Source: an optimization exercise on an open RTL-to-GDS flow (aim: small area). Production flows keep margins and buffers that such runs may drop. The RTL was checked by simulation tests, not by an equivalence proof against the original design. Power is estimated from default activity; no workload was simulated.

[flow/config.mk]
export PLATFORM = sky130hd
export DESIGN_NAME = fir_filter
export DESIGN_NICKNAME = fir_filter
export VERILOG_FILES = /design/flow/design.v
export SDC_FILE = /design/flow/constraint.sdc
export NUM_CORES = 4
export LEC_CHECK = 0
export CAP_MARGIN = 20
export CORE_MARGIN = 2
export CORE_UTILIZATION = 40
export CTS_BUF_LIST = sky130_fd_sc_hd__clkbuf_4 sky130_fd_sc_hd__clkbuf_8
export GPL_TIMING_DRIVEN = 0
export SLEW_MARGIN = 20
[flow/constraint.sdc]
create_clock -name core_clock -period 8.0 [get_ports {clk}]
set_input_delay 1.6000 -clock core_clock [delete_from_list [all_inputs] [get_ports {clk}]]
set_output_delay 1.6000 -clock core_clock [all_outputs]
set_load 0.01 [all_outputs]
[flow/design.v]
`timescale 1ns/1ns
module fir_filter (
    input clk,     
    input rst,     
    input signed  [16-1 : 0] input_sig,
    input ready,
    output signed [16-1 : 0] filtred_sig
);
reg [128*16-1 : 0] ring;
reg [6:0] cnt;         
reg [6:0] kidx;        
reg [7:0] ph;          
reg pending;
reg signed [16-1 : 0] stage;
reg [27:0] acc;
reg [16-1 : 0] result;
wire accept = !rst && ready && (cnt == 7'd127);
wire use_stage = pending && (kidx == 7'd1);
wire [16-1 : 0] head = use_stage ? stage : ring[16-1 : 0];
wire active = (ph != 8'd0) && (ph <= 8'd128);
wire [27:0] acc_sel = (ph == 8'd1) ? 28'd0 : acc;
wire [5:0] fidx = kidx[6] ? ~kidx[5:0] : kidx[5:0];
reg signed [12:0] fc;
always @(*) begin
    case (fidx)
    6'd0: fc = 13'sd1;
    6'd1: fc = 13'sd1;
    6'd2: fc = 13'sd1;
    6'd3: fc = 13'sd1;
    6'd4: fc = -13'sd1;
    6'd5: fc = -13'sd2;
    6'd6: fc = -13'sd4;
    6'd7: fc = -13'sd4;
    6'd8: fc = -13'sd2;
    6'd9: fc = 13'sd2;
    6'd10: fc = 13'sd6;
    6'd11: fc = 13'sd9;
    6'd12: fc = 13'sd8;
    6'd13: fc = 13'sd4;
    6'd14: fc = -13'sd4;
    6'd15: fc = -13'sd13;
    6'd16: fc = -13'sd18;
    6'd17: fc = -13'sd16;
    6'd18: fc = -13'sd7;
    6'd19: fc = 13'sd8;
    6'd20: fc = 13'sd23;
    6'd21: fc = 13'sd32;
    6'd22: fc = 13'sd29;
    6'd23: fc = 13'sd12;
    6'd24: fc = -13'sd14;
    6'd25: fc = -13'sd39;
    6'd26: fc = -13'sd54;
    6'd27: fc = -13'sd48;
    6'd28: fc = -13'sd20;
    6'd29: fc = 13'sd22;
    6'd30: fc = 13'sd63;
    6'd31: fc = 13'sd85;
    6'd32: fc = 13'sd75;
    6'd33: fc = 13'sd31;
    6'd34: fc = -13'sd34;
    6'd35: fc = -13'sd97;
    6'd36: fc = -13'sd131;
    6'd37: fc = -13'sd115;
    6'd38: fc = -13'sd48;
    6'd39: fc = 13'sd52;
    6'd40: fc = 13'sd147;
    6'd41: fc = 13'sd197;
    6'd42: fc = 13'sd173;
    6'd43: fc = 13'sd72;
    6'd44: fc = -13'sd78;
    6'd45: fc = -13'sd221;
    6'd46: fc = -13'sd298;
    6'd47: fc = -13'sd262;
    6'd48: fc = -13'sd109;
    6'd49: fc = 13'sd120;
    6'd50: fc = 13'sd344;
    6'd51: fc = 13'sd469;
    6'd52: fc = 13'sd421;
    6'd53: fc = 13'sd179;
    6'd54: fc = -13'sd201;
    6'd55: fc = -13'sd596;
    6'd56: fc = -13'sd846;
    6'd57: fc = -13'sd798;
    6'd58: fc = -13'sd364;
    6'd59: fc = 13'sd448;
    6'd60: fc = 13'sd1517;
    6'd61: fc = 13'sd2638;
    6'd62: fc = 13'sd3568;
    6'd63: fc = 13'sd4095;
    default: fc = 13'sd0;
    endcase
end
wire [12:0] coef = (active && kidx != 7'd124 && kidx != 7'd125) ? fc : 13'd0;
wire [14:0] pp0 = head[14:0] & {15{coef[0]}};
wire ppn0 = ~(head[15] & coef[0]);
wire [14:0] pp1 = head[14:0] & {15{coef[1]}};
wire ppn1 = ~(head[15] & coef[1]);
wire [14:0] pp2 = head[14:0] & {15{coef[2]}};
wire ppn2 = ~(head[15] & coef[2]);
wire [14:0] pp3 = head[14:0] & {15{coef[3]}};
wire ppn3 = ~(head[15] & coef[3]);
wire [14:0] pp4 = head[14:0] & {15{coef[4]}};
wire ppn4 = ~(head[15] & coef[4]);
wire [14:0] pp5 = head[14:0] & {15{coef[5]}};
wire ppn5 = ~(head[15] & coef[5]);
wire [14:0] pp6 = head[14:0] & {15{coef[6]}};
wire ppn6 = ~(head[15] & coef[6]);
wire [14:0] pp7 = head[14:0] & {15{coef[7]}};
wire ppn7 = ~(head[15] & coef[7]);
wire [14:0] pp8 = head[14:0] & {15{coef[8]}};
wire ppn8 = ~(head[15] & coef[8]);
wire [14:0] pp9 = head[14:0] & {15{coef[9]}};
wire ppn9 = ~(head[15] & coef[9]);
wire [14:0] pp10 = head[14:0] & {15{coef[10]}};
wire ppn10 = ~(head[15] & coef[10]);
wire [14:0] pp11 = head[14:0] & {15{coef[11]}};
wire ppn11 = ~(head[15] & coef[11]);
wire [14:0] pq = ~(head[14:0] & {15{coef[12]}});
wire pt = head[15] & coef[12];
wire k12 = ~acc_sel[12];
wire k15 = ~acc_sel[15];
wire hs0 = k12 ^ pp0[12];
wire hc0 = k12 & pp0[12];
wire fs0 = acc_sel[12] ^ acc_sel[13] ^ pp0[13];
wire fc0 = (acc_sel[12] & acc_sel[13]) | (pp0[13] & (acc_sel[12] ^ acc_sel[13]));
wire hs1 = pp1[12] ^ pp2[11];
wire hc1 = pp1[12] & pp2[11];
wire fs1 = acc_sel[14] ^ pp0[14] ^ pp1[13];
wire fc1 = (acc_sel[14] & pp0[14]) | (pp1[13] & (acc_sel[14] ^ pp0[14]));
wire hs2 = pp2[12] ^ pp3[11];
wire hc2 = pp2[12] & pp3[11];
wire fs2 = k15 ^ ppn0 ^ pp1[14];
wire fc2 = (k15 & ppn0) | (pp1[14] & (k15 ^ ppn0));
wire hs3 = pp2[13] ^ pp3[12];
wire hc3 = pp2[13] & pp3[12];
wire fs3 = acc_sel[15] ^ acc_sel[16] ^ ppn1;
wire fc3 = (acc_sel[15] & acc_sel[16]) | (ppn1 & (acc_sel[15] ^ acc_sel[16]));
wire hs4 = pp2[14] ^ pp3[13];
wire hc4 = pp2[14] & pp3[13];
wire hs5 = acc_sel[17] ^ ppn2;
wire hc5 = acc_sel[17] & ppn2;
wire hs6 = acc_sel[8] ^ pp0[8];
wire hc6 = acc_sel[8] & pp0[8];
wire fs4 = acc_sel[9] ^ pp0[9] ^ pp1[8];
wire fc4 = (acc_sel[9] & pp0[9]) | (pp1[8] & (acc_sel[9] ^ pp0[9]));
wire hs7 = pp2[7] ^ pp3[6];
wire hc7 = pp2[7] & pp3[6];
wire fs5 = acc_sel[10] ^ pp0[10] ^ pp1[9];
wire fc5 = (acc_sel[10] & pp0[10]) | (pp1[9] & (acc_sel[10] ^ pp0[10]));
wire fs6 = pp2[8] ^ pp3[7] ^ pp4[6];
wire fc6 = (pp2[8] & pp3[7]) | (pp4[6] & (pp2[8] ^ pp3[7]));
wire hs8 = pp5[5] ^ pp6[4];
wire hc8 = pp5[5] & pp6[4];
wire fs7 = acc_sel[11] ^ pp0[11] ^ pp1[10];
wire fc7 = (acc_sel[11] & pp0[11]) | (pp1[10] & (acc_sel[11] ^ pp0[11]));
wire fs8 = pp2[9] ^ pp3[8] ^ pp4[7];
wire fc8 = (pp2[9] & pp3[8]) | (pp4[7] & (pp2[9] ^ pp3[8]));
wire fs9 = pp5[6] ^ pp6[5] ^ pp7[4];
wire fc9 = (pp5[6] & pp6[5]) | (pp7[4] & (pp5[6] ^ pp6[5]));
wire hs9 = pp8[3] ^ pp9[2];
wire hc9 = pp8[3] & pp9[2];
wire fs10 = pp1[11] ^ pp2[10] ^ pp3[9];
wire fc10 = (pp1[11] & pp2[10]) | (pp3[9] & (pp1[11] ^ pp2[10]));
wire fs11 = pp4[8] ^ pp5[7] ^ pp6[6];
wire fc11 = (pp4[8] & pp5[7]) | (pp6[6] & (pp4[8] ^ pp5[7]));
wire fs12 = pp7[5] ^ pp8[4] ^ pp9[3];
wire fc12 = (pp7[5] & pp8[4]) | (pp9[3] & (pp7[5] ^ pp8[4]));
wire fs13 = pp10[2] ^ pp11[1] ^ pq[0];
wire fc13 = (pp10[2] & pp11[1]) | (pq[0] & (pp10[2] ^ pp11[1]));
wire fs14 = pp3[10] ^ pp4[9] ^ pp5[8];
wire fc14 = (pp3[10] & pp4[9]) | (pp5[8] & (pp3[10] ^ pp4[9]));
wire fs15 = pp6[7] ^ pp7[6] ^ pp8[5];
wire fc15 = (pp6[7] & pp7[6]) | (pp8[5] & (pp6[7] ^ pp7[6]));
wire fs16 = pp9[4] ^ pp10[3] ^ pp11[2];
wire fc16 = (pp9[4] & pp10[3]) | (pp11[2] & (pp9[4] ^ pp10[3]));
wire fs17 = pq[1] ^ hc0 ^ fs0;
wire fc17 = (pq[1] & hc0) | (fs0 & (pq[1] ^ hc0));
wire fs18 = pp4[10] ^ pp5[9] ^ pp6[8];
wire fc18 = (pp4[10] & pp5[9]) | (pp6[8] & (pp4[10] ^ pp5[9]));
wire fs19 = pp7[7] ^ pp8[6] ^ pp9[5];
wire fc19 = (pp7[7] & pp8[6]) | (pp9[5] & (pp7[7] ^ pp8[6]));
wire fs20 = pp10[4] ^ pp11[3] ^ pq[2];
wire fc20 = (pp10[4] & pp11[3]) | (pq[2] & (pp10[4] ^ pp11[3]));
wire fs21 = fc0 ^ hc1 ^ fs1;
wire fc21 = (fc0 & hc1) | (fs1 & (fc0 ^ hc1));
wire fs22 = pp4[11] ^ pp5[10] ^ pp6[9];
wire fc22 = (pp4[11] & pp5[10]) | (pp6[9] & (pp4[11] ^ pp5[10]));
wire fs23 = pp7[8] ^ pp8[7] ^ pp9[6];
wire fc23 = (pp7[8] & pp8[7]) | (pp9[6] & (pp7[8] ^ pp8[7]));
wire fs24 = pp10[5] ^ pp11[4] ^ pq[3];
wire fc24 = (pp10[5] & pp11[4]) | (pq[3] & (pp10[5] ^ pp11[4]));
wire fs25 = fc1 ^ hc2 ^ fs2;
wire fc25 = (fc1 & hc2) | (fs2 & (fc1 ^ hc2));
wire fs26 = pp4[12] ^ pp5[11] ^ pp6[10];
wire fc26 = (pp4[12] & pp5[11]) | (pp6[10] & (pp4[12] ^ pp5[11]));
wire fs27 = pp7[9] ^ pp8[8] ^ pp9[7];
wire fc27 = (pp7[9] & pp8[8]) | (pp9[7] & (pp7[9] ^ pp8[8]));
wire fs28 = pp10[6] ^ pp11[5] ^ pq[4];
wire fc28 = (pp10[6] & pp11[5]) | (pq[4] & (pp10[6] ^ pp11[5]));
wire fs29 = fc2 ^ hc3 ^ fs3;
wire fc29 = (fc2 & hc3) | (fs3 & (fc2 ^ hc3));
wire fs30 = pp3[14] ^ pp4[13] ^ pp5[12];
wire fc30 = (pp3[14] & pp4[13]) | (pp5[12] & (pp3[14] ^ pp4[13]));
wire fs31 = pp6[11] ^ pp7[10] ^ pp8[9];
wire fc31 = (pp6[11] & pp7[10]) | (pp8[9] & (pp6[11] ^ pp7[10]));
wire fs32 = pp9[8] ^ pp10[7] ^ pp11[6];
wire fc32 = (pp9[8] & pp10[7]) | (pp11[6] & (pp9[8] ^ pp10[7]));
wire fs33 = pq[5] ^ fc3 ^ hc4;
wire fc33 = (pq[5] & fc3) | (hc4 & (pq[5] ^ fc3));
wire fs34 = acc_sel[18] ^ ppn3 ^ pp4[14];
wire fc34 = (acc_sel[18] & ppn3) | (pp4[14] & (acc_sel[18] ^ ppn3));
wire fs35 = pp5[13] ^ pp6[12] ^ pp7[11];
wire fc35 = (pp5[13] & pp6[12]) | (pp7[11] & (pp5[13] ^ pp6[12]));
wire fs36 = pp8[10] ^ pp9[9] ^ pp10[8];
wire fc36 = (pp8[10] & pp9[9]) | (pp10[8] & (pp8[10] ^ pp9[9]));
wire hs10 = pp11[7] ^ pq[6];
wire hc10 = pp11[7] & pq[6];
wire fs37 = acc_sel[19] ^ ppn4 ^ pp5[14];
wire fc37 = (acc_sel[19] & ppn4) | (pp5[14] & (acc_sel[19] ^ ppn4));
wire fs38 = pp6[13] ^ pp7[12] ^ pp8[11];
wire fc38 = (pp6[13] & pp7[12]) | (pp8[11] & (pp6[13] ^ pp7[12]));
wire hs11 = pp9[10] ^ pp10[9];
wire hc11 = pp9[10] & pp10[9];
wire fs39 = acc_sel[20] ^ ppn5 ^ pp6[14];
wire fc39 = (acc_sel[20] & ppn5) | (pp6[14] & (acc_sel[20] ^ ppn5));
wire hs12 = pp7[13] ^ pp8[12];
wire hc12 = pp7[13] & pp8[12];
wire hs13 = acc_sel[21] ^ ppn6;
wire hc13 = acc_sel[21] & ppn6;
wire hs14 = acc_sel[5] ^ pp0[5];
wire hc14 = acc_sel[5] & pp0[5];
wire fs40 = acc_sel[6] ^ pp0[6] ^ pp1[5];
wire fc40 = (acc_sel[6] & pp0[6]) | (pp1[5] & (acc_sel[6] ^ pp0[6]));
wire hs15 = pp2[4] ^ pp3[3];
wire hc15 = pp2[4] & pp3[3];
wire fs41 = acc_sel[7] ^ pp0[7] ^ pp1[6];
wire fc41 = (acc_sel[7] & pp0[7]) | (pp1[6] & (acc_sel[7] ^ pp0[7]));
wire fs42 = pp2[5] ^ pp3[4] ^ pp4[3];
wire fc42 = (pp2[5] & pp3[4]) | (pp4[3] & (pp2[5] ^ pp3[4]));
wire hs16 = pp5[2] ^ pp6[1];
wire hc16 = pp5[2] & pp6[1];
wire fs43 = pp1[7] ^ pp2[6] ^ pp3[5];
wire fc43 = (pp1[7] & pp2[6]) | (pp3[5] & (pp1[7] ^ pp2[6]));
wire fs44 = pp4[4] ^ pp5[3] ^ pp6[2];
wire fc44 = (pp4[4] & pp5[3]) | (pp6[2] & (pp4[4] ^ pp5[3]));
wire fs45 = pp7[1] ^ pp8[0] ^ hs6;
wire fc45 = (pp7[1] & pp8[0]) | (hs6 & (pp7[1] ^ pp8[0]));
wire fs46 = pp4[5] ^ pp5[4] ^ pp6[3];
wire fc46 = (pp4[5] & pp5[4]) | (pp6[3] & (pp4[5] ^ pp5[4]));
wire fs47 = pp7[2] ^ pp8[1] ^ pp9[0];
wire fc47 = (pp7[2] & pp8[1]) | (pp9[0] & (pp7[2] ^ pp8[1]));
wire fs48 = hc6 ^ fs4 ^ hs7;
wire fc48 = (hc6 & fs4) | (hs7 & (hc6 ^ fs4));
wire fs49 = pp7[3] ^ pp8[2] ^ pp9[1];
wire fc49 = (pp7[3] & pp8[2]) | (pp9[1] & (pp7[3] ^ pp8[2]));
wire fs50 = pp10[0] ^ fc4 ^ hc7;
wire fc50 = (pp10[0] & fc4) | (hc7 & (pp10[0] ^ fc4));
wire fs51 = fs5 ^ fs6 ^ hs8;
wire fc51 = (fs5 & fs6) | (hs8 & (fs5 ^ fs6));
wire fs52 = pp10[1] ^ pp11[0] ^ fc5;
wire fc52 = (pp10[1] & pp11[0]) | (fc5 & (pp10[1] ^ pp11[0]));
wire fs53 = fc6 ^ hc8 ^ fs7;
wire fc53 = (fc6 & hc8) | (fs7 & (fc6 ^ hc8));
wire fs54 = fs8 ^ fs9 ^ hs9;
wire fc54 = (fs8 & fs9) | (hs9 & (fs8 ^ fs9));
wire fs55 = fc7 ^ fc8 ^ fc9;
wire fc55 = (fc7 & fc8) | (fc9 & (fc7 ^ fc8));
wire fs56 = hc9 ^ fs10 ^ fs11;
wire fc56 = (hc9 & fs10) | (fs11 & (hc9 ^ fs10));
wire fs57 = fs12 ^ fs13 ^ hs0;
wire fc57 = (fs12 & fs13) | (hs0 & (fs12 ^ fs13));
wire fs58 = fc10 ^ fc11 ^ fc12;
wire fc58 = (fc10 & fc11) | (fc12 & (fc10 ^ fc11));
wire fs59 = fc13 ^ fs14 ^ fs15;
wire fc59 = (fc13 & fs14) | (fs15 & (fc13 ^ fs14));
wire fs60 = fs16 ^ hs1 ^ fs17;
wire fc60 = (fs16 & hs1) | (fs17 & (fs16 ^ hs1));
wire fs61 = fc14 ^ fc15 ^ fc16;
wire fc61 = (fc14 & fc15) | (fc16 & (fc14 ^ fc15));
wire fs62 = fs18 ^ fs19 ^ fs20;
wire fc62 = (fs18 & fs19) | (fs20 & (fs18 ^ fs19));
wire fs63 = hs2 ^ fc17 ^ fs21;
wire fc63 = (hs2 & fc17) | (fs21 & (hs2 ^ fc17));
wire fs64 = fc18 ^ fc19 ^ fc20;
wire fc64 = (fc18 & fc19) | (fc20 & (fc18 ^ fc19));
wire fs65 = fs22 ^ fs23 ^ fs24;
wire fc65 = (fs22 & fs23) | (fs24 & (fs22 ^ fs23));
wire fs66 = hs3 ^ fc21 ^ fs25;
wire fc66 = (hs3 & fc21) | (fs25 & (hs3 ^ fc21));
wire fs67 = fc22 ^ fc23 ^ fc24;
wire fc67 = (fc22 & fc23) | (fc24 & (fc22 ^ fc23));
wire fs68 = fs26 ^ fs27 ^ fs28;
wire fc68 = (fs26 & fs27) | (fs28 & (fs26 ^ fs27));
wire fs69 = hs4 ^ fc25 ^ fs29;
wire fc69 = (hs4 & fc25) | (fs29 & (hs4 ^ fc25));
wire fs70 = fc26 ^ fc27 ^ fc28;
wire fc70 = (fc26 & fc27) | (fc28 & (fc26 ^ fc27));
wire fs71 = fs30 ^ fs31 ^ fs32;
wire fc71 = (fs30 & fs31) | (fs32 & (fs30 ^ fs31));
wire fs72 = hs5 ^ fc29 ^ fs33;
wire fc72 = (hs5 & fc29) | (fs33 & (hs5 ^ fc29));
wire fs73 = fc30 ^ fc31 ^ fc32;
wire fc73 = (fc30 & fc31) | (fc32 & (fc30 ^ fc31));
wire fs74 = fs34 ^ fs35 ^ fs36;
wire fc74 = (fs34 & fs35) | (fs36 & (fs34 ^ fs35));
wire fs75 = hs10 ^ hc5 ^ fc33;
wire fc75 = (hs10 & hc5) | (fc33 & (hs10 ^ hc5));
wire fs76 = pp11[8] ^ pq[7] ^ fc34;
wire fc76 = (pp11[8] & pq[7]) | (fc34 & (pp11[8] ^ pq[7]));
wire fs77 = fc35 ^ fc36 ^ hc10;
wire fc77 = (fc35 & fc36) | (hc10 & (fc35 ^ fc36));
wire fs78 = fs37 ^ fs38 ^ hs11;
wire fc78 = (fs37 & fs38) | (hs11 & (fs37 ^ fs38));
wire fs79 = pp9[11] ^ pp10[10] ^ pp11[9];
wire fc79 = (pp9[11] & pp10[10]) | (pp11[9] & (pp9[11] ^ pp10[10]));
wire fs80 = pq[8] ^ fc37 ^ fc38;
wire fc80 = (pq[8] & fc37) | (fc38 & (pq[8] ^ fc37));
wire fs81 = hc11 ^ fs39 ^ hs12;
wire fc81 = (hc11 & fs39) | (hs12 & (hc11 ^ fs39));
wire fs82 = pp7[14] ^ pp8[13] ^ pp9[12];
wire fc82 = (pp7[14] & pp8[13]) | (pp9[12] & (pp7[14] ^ pp8[13]));
wire fs83 = pp10[11] ^ pp11[10] ^ pq[9];
wire fc83 = (pp10[11] & pp11[10]) | (pq[9] & (pp10[11] ^ pp11[10]));
wire fs84 = fc39 ^ hc12 ^ hs13;
wire fc84 = (fc39 & hc12) | (hs13 & (fc39 ^ hc12));
wire fs85 = acc_sel[22] ^ ppn7 ^ pp8[14];
wire fc85 = (acc_sel[22] & ppn7) | (pp8[14] & (acc_sel[22] ^ ppn7));
wire fs86 = pp9[13] ^ pp10[12] ^ pp11[11];
wire fc86 = (pp9[13] & pp10[12]) | (pp11[11] & (pp9[13] ^ pp10[12]));
wire hs17 = pq[10] ^ hc13;
wire hc17 = pq[10] & hc13;
wire fs87 = acc_sel[23] ^ ppn8 ^ pp9[14];
wire fc87 = (acc_sel[23] & ppn8) | (pp9[14] & (acc_sel[23] ^ ppn8));
wire hs18 = pp10[13] ^ pp11[12];
wire hc18 = pp10[13] & pp11[12];
wire hs19 = acc_sel[24] ^ ppn9;
wire hc19 = acc_sel[24] & ppn9;
wire hs20 = acc_sel[3] ^ pp0[3];
wire hc20 = acc_sel[3] & pp0[3];
wire fs88 = acc_sel[4] ^ pp0[4] ^ pp1[3];
wire fc88 = (acc_sel[4] & pp0[4]) | (pp1[3] & (acc_sel[4] ^ pp0[4]));
wire hs21 = pp2[2] ^ pp3[1];
wire hc21 = pp2[2] & pp3[1];
wire fs89 = pp1[4] ^ pp2[3] ^ pp3[2];
wire fc89 = (pp1[4] & pp2[3]) | (pp3[2] & (pp1[4] ^ pp2[3]));
wire fs90 = pp4[1] ^ pp5[0] ^ hs14;
wire fc90 = (pp4[1] & pp5[0]) | (hs14 & (pp4[1] ^ pp5[0]));
wire fs91 = pp4[2] ^ pp5[1] ^ pp6[0];
wire fc91 = (pp4[2] & pp5[1]) | (pp6[0] & (pp4[2] ^ pp5[1]));
wire fs92 = hc14 ^ fs40 ^ hs15;
wire fc92 = (hc14 & fs40) | (hs15 & (hc14 ^ fs40));
wire fs93 = pp7[0] ^ fc40 ^ hc15;
wire fc93 = (pp7[0] & fc40) | (hc15 & (pp7[0] ^ fc40));
wire fs94 = fs41 ^ fs42 ^ hs16;
wire fc94 = (fs41 & fs42) | (hs16 & (fs41 ^ fs42));
wire fs95 = fc41 ^ fc42 ^ hc16;
wire fc95 = (fc41 & fc42) | (hc16 & (fc41 ^ fc42));
wire fs96 = fs43 ^ fs44 ^ fs45;
wire fc96 = (fs43 & fs44) | (fs45 & (fs43 ^ fs44));
wire fs97 = fc43 ^ fc44 ^ fs46;
wire fc97 = (fc43 & fc44) | (fs46 & (fc43 ^ fc44));
wire fs98 = fs47 ^ fc45 ^ fs48;
wire fc98 = (fs47 & fc45) | (fs48 & (fs47 ^ fc45));
wire fs99 = fc46 ^ fc47 ^ fs49;
wire fc99 = (fc46 & fc47) | (fs49 & (fc46 ^ fc47));
wire fs100 = fc48 ^ fs50 ^ fs51;
wire fc100 = (fc48 & fs50) | (fs51 & (fc48 ^ fs50));
wire fs101 = fc49 ^ fc50 ^ fc51;
wire fc101 = (fc49 & fc50) | (fc51 & (fc49 ^ fc50));
wire fs102 = fs52 ^ fs53 ^ fs54;
wire fc102 = (fs52 & fs53) | (fs54 & (fs52 ^ fs53));
wire fs103 = fc52 ^ fc53 ^ fc54;
wire fc103 = (fc52 & fc53) | (fc54 & (fc52 ^ fc53));
wire fs104 = fs55 ^ fs56 ^ fs57;
wire fc104 = (fs55 & fs56) | (fs57 & (fs55 ^ fs56));
wire fs105 = fc55 ^ fc56 ^ fc57;
wire fc105 = (fc55 & fc56) | (fc57 & (fc55 ^ fc56));
wire fs106 = fs58 ^ fs59 ^ fs60;
wire fc106 = (fs58 & fs59) | (fs60 & (fs58 ^ fs59));
wire fs107 = fc58 ^ fc59 ^ fs61;
wire fc107 = (fc58 & fc59) | (fs61 & (fc58 ^ fc59));
wire fs108 = fs62 ^ fc60 ^ fs63;
wire fc108 = (fs62 & fc60) | (fs63 & (fs62 ^ fc60));
wire fs109 = fc61 ^ fc62 ^ fs64;
wire fc109 = (fc61 & fc62) | (fs64 & (fc61 ^ fc62));
wire fs110 = fs65 ^ fc63 ^ fs66;
wire fc110 = (fs65 & fc63) | (fs66 & (fs65 ^ fc63));
wire fs111 = fc64 ^ fc65 ^ fs67;
wire fc111 = (fc64 & fc65) | (fs67 & (fc64 ^ fc65));
wire fs112 = fs68 ^ fc66 ^ fs69;
wire fc112 = (fs68 & fc66) | (fs69 & (fs68 ^ fc66));
wire fs113 = fc67 ^ fc68 ^ fs70;
wire fc113 = (fc67 & fc68) | (fs70 & (fc67 ^ fc68));
wire fs114 = fs71 ^ fc69 ^ fs72;
wire fc114 = (fs71 & fc69) | (fs72 & (fs71 ^ fc69));
wire fs115 = fc70 ^ fc71 ^ fs73;
wire fc115 = (fc70 & fc71) | (fs73 & (fc70 ^ fc71));
wire fs116 = fs74 ^ fc72 ^ fs75;
wire fc116 = (fs74 & fc72) | (fs75 & (fs74 ^ fc72));
wire fs117 = fc73 ^ fc74 ^ fs76;
wire fc117 = (fc73 & fc74) | (fs76 & (fc73 ^ fc74));
wire fs118 = fs77 ^ fs78 ^ fc75;
wire fc118 = (fs77 & fs78) | (fc75 & (fs77 ^ fs78));
wire fs119 = fs79 ^ fc76 ^ fc77;
wire fc119 = (fs79 & fc76) | (fc77 & (fs79 ^ fc76));
wire fs120 = fc78 ^ fs80 ^ fs81;
wire fc120 = (fc78 & fs80) | (fs81 & (fc78 ^ fs80));
wire fs121 = fc79 ^ fs82 ^ fs83;
wire fc121 = (fc79 & fs82) | (fs83 & (fc79 ^ fs82));
wire fs122 = fc80 ^ fc81 ^ fs84;
wire fc122 = (fc80 & fc81) | (fs84 & (fc80 ^ fc81));
wire fs123 = fc82 ^ fc83 ^ fs85;
wire fc123 = (fc82 & fc83) | (fs85 & (fc82 ^ fc83));
wire fs124 = fs86 ^ fc84 ^ hs17;
wire fc124 = (fs86 & fc84) | (hs17 & (fs86 ^ fc84));
wire fs125 = pq[11] ^ fc85 ^ fc86;
wire fc125 = (pq[11] & fc85) | (fc86 & (pq[11] ^ fc85));
wire fs126 = fs87 ^ hs18 ^ hc17;
wire fc126 = (fs87 & hs18) | (hc17 & (fs87 ^ hs18));
wire fs127 = pp10[14] ^ pp11[13] ^ pq[12];
wire fc127 = (pp10[14] & pp11[13]) | (pq[12] & (pp10[14] ^ pp11[13]));
wire fs128 = fc87 ^ hc18 ^ hs19;
wire fc128 = (fc87 & hc18) | (hs19 & (fc87 ^ hc18));
wire fs129 = acc_sel[25] ^ ppn10 ^ pp11[14];
wire fc129 = (acc_sel[25] & ppn10) | (pp11[14] & (acc_sel[25] ^ ppn10));
wire hs22 = pq[13] ^ hc19;
wire hc22 = pq[13] & hc19;
wire hs23 = acc_sel[26] ^ ppn11;
wire hc23 = acc_sel[26] & ppn11;
wire hs24 = acc_sel[2] ^ pp0[2];
wire hc24 = acc_sel[2] & pp0[2];
wire fs130 = pp1[2] ^ pp2[1] ^ pp3[0];
wire fc130 = (pp1[2] & pp2[1]) | (pp3[0] & (pp1[2] ^ pp2[1]));
wire fs131 = pp4[0] ^ hc20 ^ fs88;
wire fc131 = (pp4[0] & hc20) | (fs88 & (pp4[0] ^ hc20));
wire fs132 = fc88 ^ hc21 ^ fs89;
wire fc132 = (fc88 & hc21) | (fs89 & (fc88 ^ hc21));
wire fs133 = fc89 ^ fs91 ^ fc90;
wire fc133 = (fc89 & fs91) | (fc90 & (fc89 ^ fs91));
wire fs134 = fc91 ^ fc92 ^ fs93;
wire fc134 = (fc91 & fc92) | (fs93 & (fc91 ^ fc92));
wire fs135 = fc93 ^ fc94 ^ fs95;
wire fc135 = (fc93 & fc94) | (fs95 & (fc93 ^ fc94));
wire fs136 = fc95 ^ fs97 ^ fc96;
wire fc136 = (fc95 & fs97) | (fc96 & (fc95 ^ fs97));
wire fs137 = fc97 ^ fs99 ^ fc98;
wire fc137 = (fc97 & fs99) | (fc98 & (fc97 ^ fs99));
wire fs138 = fc99 ^ fc100 ^ fs101;
wire fc138 = (fc99 & fc100) | (fs101 & (fc99 ^ fc100));
wire fs139 = fc101 ^ fc102 ^ fs103;
wire fc139 = (fc101 & fc102) | (fs103 & (fc101 ^ fc102));
wire fs140 = fc103 ^ fc104 ^ fs105;
wire fc140 = (fc103 & fc104) | (fs105 & (fc103 ^ fc104));
wire fs141 = fc105 ^ fs107 ^ fc106;
wire fc141 = (fc105 & fs107) | (fc106 & (fc105 ^ fs107));
wire fs142 = fc107 ^ fs109 ^ fc108;
wire fc142 = (fc107 & fs109) | (fc108 & (fc107 ^ fs109));
wire fs143 = fc109 ^ fs111 ^ fc110;
wire fc143 = (fc109 & fs111) | (fc110 & (fc109 ^ fs111));
wire fs144 = fc111 ^ fs113 ^ fc112;
wire fc144 = (fc111 & fs113) | (fc112 & (fc111 ^ fs113));
wire fs145 = fc113 ^ fs115 ^ fc114;
wire fc145 = (fc113 & fs115) | (fc114 & (fc113 ^ fs115));
wire fs146 = fc115 ^ fs117 ^ fc116;
wire fc146 = (fc115 & fs117) | (fc116 & (fc115 ^ fs117));
wire fs147 = fc117 ^ fs119 ^ fs120;
wire fc147 = (fc117 & fs119) | (fs120 & (fc117 ^ fs119));
wire fs148 = fs121 ^ fc119 ^ fc120;
wire fc148 = (fs121 & fc119) | (fc120 & (fs121 ^ fc119));
wire fs149 = fc121 ^ fs123 ^ fc122;
wire fc149 = (fc121 & fs123) | (fc122 & (fc121 ^ fs123));
wire fs150 = fc123 ^ fs125 ^ fc124;
wire fc150 = (fc123 & fs125) | (fc124 & (fc123 ^ fs125));
wire fs151 = fs127 ^ fc125 ^ fs128;
wire fc151 = (fs127 & fc125) | (fs128 & (fs127 ^ fc125));
wire fs152 = fc127 ^ fs129 ^ fc128;
wire fc152 = (fc127 & fs129) | (fc128 & (fc127 ^ fs129));
wire fs153 = pq[14] ^ fc129 ^ hs23;
wire fc153 = (pq[14] & fc129) | (hs23 & (pq[14] ^ fc129));
wire hs25 = acc_sel[27] ^ pt;
wire hc25 = acc_sel[27] & pt;
wire hs26 = acc_sel[1] ^ pp0[1];
wire hc26 = acc_sel[1] & pp0[1];
wire fs154 = pp1[1] ^ pp2[0] ^ hs24;
wire fc154 = (pp1[1] & pp2[0]) | (hs24 & (pp1[1] ^ pp2[0]));
wire fs155 = hc24 ^ fs130 ^ hs20;
wire fc155 = (hc24 & fs130) | (hs20 & (hc24 ^ fs130));
wire fs156 = fc130 ^ hs21 ^ fs131;
wire fc156 = (fc130 & hs21) | (fs131 & (fc130 ^ hs21));
wire fs157 = fc131 ^ fs132 ^ fs90;
wire fc157 = (fc131 & fs132) | (fs90 & (fc131 ^ fs132));
wire fs158 = fc132 ^ fs92 ^ fs133;
wire fc158 = (fc132 & fs92) | (fs133 & (fc132 ^ fs92));
wire fs159 = fs94 ^ fc133 ^ fs134;
wire fc159 = (fs94 & fc133) | (fs134 & (fs94 ^ fc133));
wire fs160 = fc134 ^ fs135 ^ fs96;
wire fc160 = (fc134 & fs135) | (fs96 & (fc134 ^ fs135));
wire fs161 = fc135 ^ fs98 ^ fs136;
wire fc161 = (fc135 & fs98) | (fs136 & (fc135 ^ fs98));
wire fs162 = fs100 ^ fc136 ^ fs137;
wire fc162 = (fs100 & fc136) | (fs137 & (fs100 ^ fc136));
wire fs163 = fs102 ^ fc137 ^ fs138;
wire fc163 = (fs102 & fc137) | (fs138 & (fs102 ^ fc137));
wire fs164 = fs104 ^ fc138 ^ fs139;
wire fc164 = (fs104 & fc138) | (fs139 & (fs104 ^ fc138));
wire fs165 = fc139 ^ fs140 ^ fs106;
wire fc165 = (fc139 & fs140) | (fs106 & (fc139 ^ fs140));
wire fs166 = fc140 ^ fs108 ^ fs141;
wire fc166 = (fc140 & fs108) | (fs141 & (fc140 ^ fs108));
wire fs167 = fs110 ^ fc141 ^ fs142;
wire fc167 = (fs110 & fc141) | (fs142 & (fs110 ^ fc141));
wire fs168 = fs112 ^ fc142 ^ fs143;
wire fc168 = (fs112 & fc142) | (fs143 & (fs112 ^ fc142));
wire fs169 = fs114 ^ fc143 ^ fs144;
wire fc169 = (fs114 & fc143) | (fs144 & (fs114 ^ fc143));
wire fs170 = fs116 ^ fc144 ^ fs145;
wire fc170 = (fs116 & fc144) | (fs145 & (fs116 ^ fc144));
wire fs171 = fs118 ^ fc145 ^ fs146;
wire fc171 = (fs118 & fc145) | (fs146 & (fs118 ^ fc145));
wire fs172 = fs147 ^ fc118 ^ fc146;
wire fc172 = (fs147 & fc118) | (fc146 & (fs147 ^ fc118));
wire fs173 = fs122 ^ fc147 ^ fs148;
wire fc173 = (fs122 & fc147) | (fs148 & (fs122 ^ fc147));
wire fs174 = fs124 ^ fc148 ^ fs149;
wire fc174 = (fs124 & fc148) | (fs149 & (fs124 ^ fc148));
wire fs175 = fs126 ^ fc149 ^ fs150;
wire fc175 = (fs126 & fc149) | (fs150 & (fs126 ^ fc149));
wire fs176 = fs151 ^ fc126 ^ fc150;
wire fc176 = (fs151 & fc126) | (fc150 & (fs151 ^ fc126));
wire fs177 = hs22 ^ fc151 ^ fs152;
wire fc177 = (hs22 & fc151) | (fs152 & (hs22 ^ fc151));
wire fs178 = fs153 ^ hc22 ^ fc152;
wire fc178 = (fs153 & hc22) | (fc152 & (fs153 ^ hc22));
wire fs179 = hs25 ^ hc23 ^ fc153;
wire fc179 = (hs25 & hc23) | (fc153 & (hs25 ^ hc23));
wire [27:0] tree_a = {fc178, fc177, fc176, fc175, fc174, fc173, fc172, fc171, fc170, fc169, fc168, fc167, fc166, fc165, fc164, fc163, fc162, fc161, fc160, fc159, fc158, fc157, fc156, fc155, fc154, hc26, hs26, acc_sel[0]};
wire [27:0] tree_b = {fs179, fs178, fs177, fs176, fs175, fs174, fs173, fs172, fs171, fs170, fs169, fs168, fs167, fs166, fs165, fs164, fs163, fs162, fs161, fs160, fs159, fs158, fs157, fs156, fs155, fs154, pp1[0], pp0[0]};
wire [27:0] sum = tree_a + tree_b;
always @(posedge clk) begin
    ring <= {head, ring[128*16-1 : 16]};
    acc <= sum;
    if (rst) begin
        cnt <= 7'd127;
        kidx <= 7'd1;
        ph <= 8'd129;
        pending <= 1'b0;
    end
    else begin
        if (ready)
            cnt <= cnt + 7'd1;
        kidx <= kidx + 7'd1 + {6'd0, accept};
        if (accept)
            ph <= 8'd1;
        else if (ph != 8'd129)
            ph <= ph + 8'd1;
        if (accept) begin
            pending <= 1'b1;
            stage <= input_sig;
        end
        else if (use_stage)
            pending <= 1'b0;
    end
    if (accept)
        result <= sum[27:12];
end
assign filtred_sig = result;
endmodule
[flow/run.sh]
#!/bin/bash
# synth_recipe.tcl (not shown) runs the flow's synth.tcl, then flattens the netlist and writes it again
# the make line also repeats each setting of config.mk as NAME=value (left out here)
make -C /OpenROAD-flow-scripts/flow DESIGN_CONFIG=/design/flow/config.mk WORK_HOME=/design/flow/orfs CLKGATE_MAP_FILE= SYNTH_SCRIPT=/design/flow/synth_recipe.tcl finish
==> results_dict.tcl, run 1 <==
set metrics [dict create \
    crit_family "adder cells" \
    grt_usage 0.1177 \
    slew_headroom 0.3289 \
    startpoint_type "register" \
    ir_worst_vdd_uv 343.6 \
    met1_length_um 39070 \
    powerDensity_mw_per_mm2 384.7 \
    fin_crit_sh 0.9740 \
    antenna_left 0 \
    crit_type "reg -> reg" \
    grt_max_degree 17 \
    die_w_um 365.2 \
    worst_pin_slew_ps 987.1 \
    cp_max_fo 10 \
    slew_viol_final 0 \
    synth_area_mm2 0.05217 \
    cts_buffers 310 \
    drv_cap 0 \
    synth-seq-cells 2131 \
    p_leak_nw 25.74 \
    met3_wirelength_um 4004 \
    viasPerCell 4.077 \
    drive_gt1_frac 0.1914 \
    post_drt_wl_per_cell_um 13.38 \
    endpoint_kind "register" \
    cts_tree "yes" \
    antenna_found_initial 4 \
    syn_to_final_growth_pct 20.42 \
    status "finished clean" \
    route.vias.total 23220 \
    clock-sinks 2131 \
    fmax_mhz 128.3 \
    syn-instance-count 3317 \
    grt-ovfl-total 0 \
    synth-seq-area-share 0.8238 \
    final_cells 5695 \
    clkTransAtPathRegs_ps 60 \
    cts_max_level 5 \
    gp_congestion 0.8611 \
    highest_layer "met4" \
    hold_viol 0 \
    setup_tns_ps 0 \
    setup_viol 0 \
    drt_first_pass_iters 5 \
    wl_met2_um 30810 \
    ys_warn_count 1 \
    cts_root_buf "clkbuf_8" \
    first_iter_violations 1233 \
    timing.critical_path.mode_cell "fa_1" \
    drt_wl_total_um 76200 \
    cts_hold_buffers 0 \
    boundaryPins 35 \
    ys_types 65 \
    rows 132 \
    fillCellCount 11090 \
    grt_pass1_wl_um 123700 \
    port_buffers 34 \
    remaining_drc_errors 0 \
    clock_latency_ps 920 \
    start_util 0.4029 \
    async_flop_share 0 \
    die_area_mm2 0.1333 \
    arrival_ps 8420 \
    grt_setup_unrepaired "true" \
    fp.dieH_um 365.2 \
    syn-mean-instance-area_um2 15.73 \
    holdWs_ps 254.7 \
    critPathSlowestCell "fa_2" \
    synth_nets 3583 \
    ys.flop_type "dfxtp_1" \
    finalClockSkew_ps 71.46 \
    dp_cells 5098 \
    fin_nets 4012 \
    worst-path-buf-inv 7 \
    first_global_vias 23780 \
    crit_path_max_incr_delay_ps 620 \
    cts_buffer_depth 4 \
    critical_path_required_ps 8630 \
    period_needed_ps 7792 \
    core_mm2 0.1295 \
    dp_hpwl_um 45540 \
    utilization 0.4852 \
    synth_edf_count 32 \
    hp-class "reg -> reg" \
]
-- registers in the layout, indices dropped and copies added, names as in the netlist --
signal   flops
ring      2048
acc         28
result      16
stage       16
ph           8
cnt          7
kidx         7
pending      1
-- per-stage QoR --
step	cell area, um^2	power, mW	setup slack (ps)
after global routing	62820	25.47	-56.05
after CTS	61730	24.22	14.59
final	62830	24.17	207.7
after detailed placement	54840	15.22	-1528
after floorplan	52170	14.11	346.8
after global placement	54690	15.20	-1995
-- placed cells by master (no fill, tap or decap), types with 9 or more instances in the layout --
master	count
dfxtp_1	2097
clkbuf_8	380
inv_1	225
fa_1	175
nand2_1	144
nor2_1	141
clkbuf_4	92
buf_4	77
ha_1	55
a21oi_1	35
clkdlybuf4s50_1	34
edfxtp_1	32
o21ai_0	28
clkinv_2	27
xnor2_1	26
nor3_1	24
and2_1	20
nand3_1	18
xor2_1	16
a21o_1	13
clkinvlp_4	12
buf_6	11
buf_12	10
o211ai_1	10
bufinv_16	10
mux2i_4	9
nor2_2	9
-- path summary, 6_finish.rpt --
check	startpoint	endpoint	slack, ps	cells past startpoint
min	ring[691]	ring[675]	250	0
max	kidx[6]	result[15]	210	25
max reg2reg	kidx[6]	result[15]	210	25
min reg2reg	ring[691]	ring[675]	250	0
-- cell usage after synthesis (all sizes together), types with 20 or more instances --
cell type / instances / area, um^2
dfxtp: 2099 / 42020
inv: 228 / 855.8
fa: 180 / 3603
nor2: 157 / 589.3
nand2: 148 / 555.5
ha: 67 / 838.3
a21oi: 42 / 210.2
o21ai: 35 / 175.2
edfxtp: 32 / 960.9
xnor2: 31 / 279.0
buf: 27 / 147.7
nor3: 24 / 120.1
and2: 20 / 125.1
xor2: 20 / 182.7
-- power breakdown --
group          switching, mW  internal [mW]  leakage (nW)
sequential             0.128           11.1          17.2
combinational           2.46           1.80          5.10
clock                   3.63           5.00          3.41
total                   6.22           18.0          25.7
-- layout make-up --
class / instances / area [um^2] / share of cell area
tap: 1742 / 2180 / 0.03469
timing repair buffer: 125 / 1182 / 0.01882
sequential: 2131 / 42980 / 0.6842
antenna: 3 / 7.507 / 0.0001195
multi-input combinational: 907 / 8862 / 0.1411
buffer: 36 / 271.5 / 0.004322
clock inverter: 49 / 539.3 / 0.008584
clock buffer: 467 / 5883 / 0.09364
inverter: 235 / 915.9 / 0.01458
-- per-layer routing --
metal	vias to the layer above	global-route usage
met5	-	0
li1	11270	-
met1	11280	0.1697
met3	179	0.03098
met2	497	0.1604
met4	0	0.06310
-- cell families after synthesis --
family | synth area share
multiplexers | 0.003885
flip-flops | 0.8238
XOR/XNOR | 0.008849
buffers and inverters | 0.02096
AND/OR/NAND/NOR | 0.03477
AO/OA/AOI/OAI | 0.02259
adder cells (fa/ha/maj) | 0.08513
-- repair_timing --
item,in CTS,in global routing
gates resized for setup,71,119
setup buffers,16,68
setup endpoints to repair,30,22
gates cloned,1,1
pin swaps,12,33
==> run 2, diff against run 1 <==
==> flow/flow/run.sh (new file) <==
#!/bin/bash
set -e
cd "$(dirname "$0")/.."
cp standard.sh standard_sh_copy.txt
export CTS_ARGS="$(cat flow/cts_args.txt)"
echo "CTS_ARGS=$CTS_ARGS" > flow_settings.log
bash standard.sh > standard.log 2>&1
==> flow/flow/cts_args.txt (new file) <==
-sink_clustering_enable -repair_clock_nets -sink_buffer_max_cap_derate 1.0 -dont_use_dummy_load -buf_list sky130_fd_sc_hd__clkbuf_4 -sink_clustering_size 12 -sink_clustering_max_diameter 40
==> flow/standard.sh (new file) <==
#!/bin/bash
# synth_recipe.tcl (not shown) runs the flow's synth.tcl, then flattens the netlist and writes it again
# the make line also repeats each setting of config.mk as NAME=value (left out here)
make -C /OpenROAD-flow-scripts/flow DESIGN_CONFIG=/design/flow/config.mk WORK_HOME=/design/flow/orfs CLKGATE_MAP_FILE= SYNTH_SCRIPT=/design/flow/synth_recipe.tcl "${@:-finish}"
--- a/flow/config.mk
+++ b/flow/config.mk
@@ -10,3 +10,2 @@
 export CORE_UTILIZATION = 40
-export CTS_BUF_LIST = sky130_fd_sc_hd__clkbuf_4 sky130_fd_sc_hd__clkbuf_8
 export GPL_TIMING_DRIVEN = 0
removed: flow/run.sh
==> results_dict.tcl, run 2 <==
set metrics [dict create \
    multi_input_area_mm2 0.008698 \
    worst_pin_slew_ps 1005 \
    ys_types 65 \
    synth_nets 3583 \
    grt_pass1_wl_um 118000 \
    cts_max_level 4 \
    clock_latency_ps 1100 \
    antenna_left 0 \
    fin_nets 3868 \
    cts_buffer_depth 3 \
    antenna_found_initial 7 \
    period_needed_ps 7816 \
    die_area_mm2 0.1333 \
    first_iter_violations 1174 \
    core_mm2 0.1295 \
    ys_warn_count 1 \
    async_flop_share 0 \
    seq_area_mm2 0.04299 \
    cts_buffers 202 \
    yosys.area.top_type "dfxtp_1" \
    powerDensity_mw_per_mm2 337.2 \
    drt_first_pass_iters 5 \
    synth_area_mm2 0.05217 \
    slew_headroom 0.3169 \
    syn-instance-count 3317 \
    grtUsageMet2 0.1542 \
    setup_tns_ps 0 \
    startpoint_type "register" \
    dpl_cell_area_mm2 0.05484 \
    design_area_mm2 0.05741 \
    boundaryPins 35 \
    drv_cap 0 \
    final_cell_mix "2098 x dfxtp_1, 226 x inv_1, 203 x clkbuf_4" \
    first_global_vias 22290 \
    netlist_top_cells_area "dfxtp_1 81%, fa_1 6.9%, edfxtp_1 1.8%, inv_1 1.6%, ha_1 1.6%" \
    fmax_mhz 127.9 \
    viasPerCell 4.139 \
    finalClockSkew_ps 136.5 \
    ir_worst_vdd_uv 339.6 \
    slew_viol_final 0 \
    rows 132 \
    hp-class "reg -> reg" \
    status "finished clean" \
    grt_setup_unrepaired "true" \
    crit_path_start "kidx[6]" \
    cts_root_buf "clkbuf_4" \
    use_met3 0.02790 \
    fin_crit_sh 0.9770 \
    final_common_cell "dfxtp_1" \
    hold_viol 0 \
    grt.busiest_layer "met1" \
    synth_top_cells_by_count "2099 x dfxtp_1, 228 x inv_1, 180 x fa_1" \
    syn-mean-instance-area_um2 15.73 \
    synth_top_cell_area_share 0.8054 \
    fp.dieH_um 365.2 \
    die_w_um 365.2 \
    synth-seq-area-share 0.8238 \
    start_util 0.4029 \
    post_drt_wl_per_cell_um 13.50 \
    top_register "ring" \
    drive_gt1_frac 0.1067 \
    synth-seq-cells 2131 \
    endpoint_kind "register" \
    setup_viol 0 \
    clock-sinks 2131 \
    crit_type "reg -> reg" \
    top_regs "ring x2048, acc x28" \
    clkTransAtPathRegs_ps 120 \
    dp_hpwl_um 45540 \
    largest_register_ffs 2048 \
    port_buffers 34 \
    p_leak_nw 23.01 \
    grt_usage 0.1129 \
    fillCellCount 11630 \
    route.vias.total 22130 \
    grt-ovfl-total 0 \
    ys.flop_type "dfxtp_1" \
    gp_congestion 0.8611 \
    use_met1 0.1663 \
    drt_wl_total_um 72200 \
    critical_path_required_ps 8790 \
    syn_to_final_growth_pct 10.03 \
    grt_max_degree 17 \
    cts_hold_buffers 0 \
    arrival_ps 8600 \
    remaining_drc_errors 0 \
    yosysMostFrequentCell "dfxtp_1" \
    r2r-start "kidx[6]" \
    p_total_mw 19.36 \
    synth_edf_count 32 \
    min_from "ring[127]" \
    cts_tree "yes" \
    cp_max_fo 10 \
]
## run 2: cell counts after synthesis
Identical to the previous run, type by type.
## run 2: report_power, final
group / total, mW / internal, mW / switching (mW)
combinational: 4.15 / 1.72 / 2.43
sequential: 11.3 / 11.1 / 0.120
clock: 3.95 / 1.16 / 2.79
## run 2: layout make-up
| cell class | instances | area share |
|---|---|---|
| Sequential cell | 2131 | 0.7488 |
| Multi-Input combinational cell | 907 | 0.1515 |
| Clock buffer | 202 | 0.02642 |
| Inverter | 235 | 0.01587 |
| Antenna cell | 5 | 0.0002180 |
| Buffer | 36 | 0.004098 |
| Timing Repair Buffer | 89 | 0.01510 |
| Tap cell | 1742 | 0.03797 |
## run 2: repair_timing
| item | in CTS | in global routing |
|---|---|---|
| pin swaps | 10 | 13 |
| gates cloned | 1 | 0 |
| resized for setup | 65 | 72 |
| setup endpoints to repair | 30 | 21 |
| buffers inserted | 18 | 31 |
## run 2: worst max-delay path: stages (launching register included)
cell and delay [ps]:
dfxtp_1 320, buf_6 160, buf_12 150, buf_2 250, xor2_2 520, clkbuf_1 680, a211o_4 320, nor2_1 70
fa_1 440, fa_1 520, inv_1 60, fa_1 470, fa_1 380, inv_1 70, fa_1 420, fa_2 580
ha_4 220, a21o_1 190, a31o_2 230, a211o_4 360, a221oi_4 330, a21oi_2 130, o41a_1 500, o21ai_2 160
a211oi_2 50
## run 2: per-layer routing
metal  part of all wire  up-vias
met4              0.030        0
met3              0.050      162
li1                   -    10840
met2               0.40      420
met1               0.52    10710
met5                  0        -
## run 2: stage by stage
stage               cells  hold slack, ps    util  worst slack [ps]
global placement     5093           309.5  0.4224             -1995
global route         5345           197.8  0.4433            -46.94
floorplan            3317           309.6       -             346.8
detailed placement   5098           312.1  0.4235             -1528
CTS                  5316           211.6  0.4387             2.105
finish               5347           227.8  0.4433             183.9
## run 2: kinds of logic (layout without fill, tap and decap cells)
kind of cell	Yosys count	after routing	synth area share
AOI/OAI and AO/OA	174	174	0.02259
xor gates and xnor gates	51	51	0.008849
adders and majority gates	247	247	0.08513
buffers and inverters	279	562	0.02096
DFF	2131	2131	0.8238
muxes	19	19	0.003885
other	0	5	0
and+or+nand+nor	416	416	0.03477
## run 2: path summary, 6_finish.rpt
kind	endpoint	slack [ps]	depth (start not counted)
setup reg to reg	result[15]	180	24
setup / recovery	result[15]	180	24
hold / removal	ring[111]	230	0
hold reg to reg	ring[111]	230	0
==> run 3, diff against run 2 <==
==> flow/flow/cts_args.txt (replaced) <==
-sink_clustering_enable -repair_clock_nets -sink_buffer_max_cap_derate 1.0 -dont_use_dummy_load -buf_list sky130_fd_sc_hd__clkbuf_8 -sink_clustering_size 20 -sink_clustering_max_diameter 50
==> results_dict.tcl, run 3 <==
set metrics [dict create \
    dpl_cell_area_mm2 0.05484 \
    gp_congestion 0.8611 \
    die_w_um 365.2 \
    clock-sinks 2131 \
    remaining_drc_errors 0 \
    switching_share 0.2719 \
    port_buffers 34 \
    p_comb_frac 0.217 \
    endpoint_kind "register" \
    cts_tree "yes" \
    p_clk_frac 0.216 \
    fin_crit_sh 0.9776 \
    design_area_mm2 0.05799 \
    worst-path-buf-inv 6 \
    antenna_left 0 \
    dp_hpwl_um 45540 \
    slew_viol_final 0 \
    rows 132 \
    p_leak_nw 23.13 \
    cts_hold_buffers 0 \
    status "finished clean" \
    first_iter_violations 1116 \
    ys_warn_count 1 \
    syn-mean-instance-area_um2 15.73 \
    core_mm2 0.1295 \
    clock_latency_ps 820 \
    synth_top_cells_by_count "2099 x dfxtp_1, 228 x inv_1, 180 x fa_1" \
    critPathSlowestCell "fa_2" \
    timing.critical_path.mode_cell "fa_1" \
    netlist_top_cells_area "dfxtp_1 81%, fa_1 6.9%, edfxtp_1 1.8%, inv_1 1.6%, ha_1 1.6%" \
    top_regs "ring x2048, acc x28" \
    boundaryPins 35 \
    synth_top_cell_area_share 0.8054 \
    final_common_cell "dfxtp_1" \
    crit_family "adder cells" \
    antenna_found_initial 6 \
    async_flop_share 0 \
    syn-instance-count 3317 \
    cts_buffers 133 \
    grt_usage 0.1111 \
    largest_register_ffs 2048 \
    post_drt_wl_per_cell_um 13.59 \
    yosys.area.top_type "dfxtp_1" \
    finalClockSkew_ps 65.86 \
    die_area_mm2 0.1333 \
    switching_power_mw 5.396 \
    crit_type "reg -> reg" \
    drt_wl_total_um 71910 \
    critical_path_required_ps 8550 \
    route.vias.total 21830 \
    grt_max_degree 21 \
    drv_cap 0 \
    ys.flop_type "dfxtp_1" \
    fin_nets 3813 \
    slew_headroom 0.3086 \
    synth-seq-cells 2131 \
    drive_gt1_frac 0.09845 \
    power_frac_seq 0.567 \
    hp-class "reg -> reg" \
    fp.dieH_um 365.2 \
    synth-seq-area-share 0.8238 \
    synth_nets 3583 \
    arrival_ps 8370 \
    crit_path_max_incr_delay_ps 620 \
    startpoint_type "register" \
    grt_setup_unrepaired "true" \
    clkTransAtPathRegs_ps 110 \
    first_global_vias 21580 \
    fmax_mhz 127.9 \
    hold_viol 0 \
    viasPerCell 4.126 \
    internal_power_mw 14.45 \
    synth_area_mm2 0.05217 \
    cts_buffer_depth 3 \
    period_needed_ps 7820 \
    cts_max_level 4 \
    ir_worst_vdd_uv 413.7 \
    cts_root_buf "clkbuf_8" \
    final_cell_mix "2097 x dfxtp_1, 225 x inv_1, 173 x fa_1" \
    top_register "ring" \
    ys_types 65 \
    start_util 0.4029 \
    syn_to_final_growth_pct 11.16 \
    utilization 0.4479 \
    synth_edf_count 32 \
    worst_pin_slew_ps 1017 \
    cp_max_fo 10 \
    setup_viol 0 \
    grt-ovfl-total 0 \
    powerDensity_mw_per_mm2 342.2 \
    drt_first_pass_iters 6 \
    grt_pass1_wl_um 116000 \
    yosysMostFrequentCell "dfxtp_1" \
]
run 3: cell counts after synthesis:
No cell type changed its count.
run 3: worst register-to-register path: cells and delay by family, from the launching register on:
kind | cells | cell delay, ps
AO/OA/AOI/OAI | 11 | 2770
XOR/XNOR | 1 | 150
adder cells (fa/ha/maj) | 8 | 3270
buffers and inverters | 6 | 690
flip-flops | 1 | 320
multiplexers | 1 | 130
AND/OR/NAND/NOR | 3 | 240
run 3: logic make-up after synthesis:
| kind of cell | after synthesis | share of synthesized area |
|---|---|---|
| buf+inv | 279 | 0.02096 |
| simple gates | 416 | 0.03477 |
| flops | 2131 | 0.8238 |
| xor+xnor | 51 | 0.008849 |
| mux | 19 | 0.003885 |
| compound gates | 174 | 0.02259 |
| fa+ha+maj | 247 | 0.08513 |
run 3: routing by layer:
metal	track usage	wire length [um]	vias to the layer above
li1	-	-	10660
met1	0.1654	37520	10630
met2	0.1525	28400	389
met3	0.02683	3872	152
met4	0.04753	2123	0
met5	0	0	-
run 3: stage by stage:
stage	std cells	hold WS, ps	worst slack [ps]	total power [mW]	setup TNS, ps
after floorplan	3317	309.6	346.8	14.11	0
after global placement	5093	309.5	-1995	15.20	-36660
after detailed placement	5098	312.1	-1528	15.22	-27050
after CTS	5246	257.3	11.80	19.77	0
after global routing	5289	265.2	-53.33	20.97	-53.33
final	5290	273.9	179.6	19.85	0
run 3: cell type report:
cell class	instances	area [um^2]
antenna	3	7.507
buffer	36	256.5
fill	11540	71490
sequential	2131	42980
tap	1742	2180
timing repair buffer	103	1001
multi-input combinational	907	8825
inverter	235	910.9
clock buffer	133	1831
run 3: worst paths after layout:
check                               start    endpoint  slack [ps]  cells past startpoint
worst max register to register    kidx[6]  result[15]         180                     30
worst min-delay path            ring[958]   ring[942]         270                      0
worst min register to register  ring[958]   ring[942]         270                      0
worst max-delay path              kidx[6]  result[15]         180                     30
run 3: what timing repair did:
action | CTS | global route
gates resized for setup | 63 | 113
gates cloned | 0 | 1
hold endpoints to repair | 0 | 0
buffers inserted | 18 | 45
setup endpoints to repair | 30 | 23
pin swaps | 12 | 29
run 3: power by group through the flow:
| stage | logic, mW | registers (mW) | clock network (mW) |
|---|---|---|---|
| CTS | 3.97 | 11.3 | 4.54 |
| finish | 4.30 | 11.3 | 4.29 |
| global placement | 3.70 | 11.5 | 0 |
| floorplan | 2.67 | 11.4 | 0 |
| detailed placement | 3.73 | 11.5 | 0 |
| global route | 4.76 | 11.3 | 4.92 |

## afterwards: timing with drivers on the ports
Ports are ideal in the flow. The routed layouts listed here were re-timed in OpenROAD. Step 1 assumes that a clkbuf_16 drives the clock port and a buf_2 every other input. Step 2 also shifts input and output timing later by t, the mid clock arrival at the registers, as if the neighbouring blocks saw the same clock. Three values: no drivers, after step 1, after step 2; two values: the first two.
| run | t, ns | setup slack, ns | latest minus earliest clock arrival (ns) | slew at the worst register clock pin (ns) |
|---|---|---|---|---|
| run 1 | 0.946 | 0.208 / 0.208 / 0.208 | 0.114 / 0.114 | 0.09 / 0.09 |
| run 2 | 1.097 | 0.184 / 0.184 / 0.184 | 0.173 / 0.173 | 0.12 / 0.12 |
| run 3 | 0.863 | 0.180 / 0.180 / 0.180 | 0.091 / 0.091 | 0.11 / 0.11 |
After both steps every run listed still meets setup and hold.
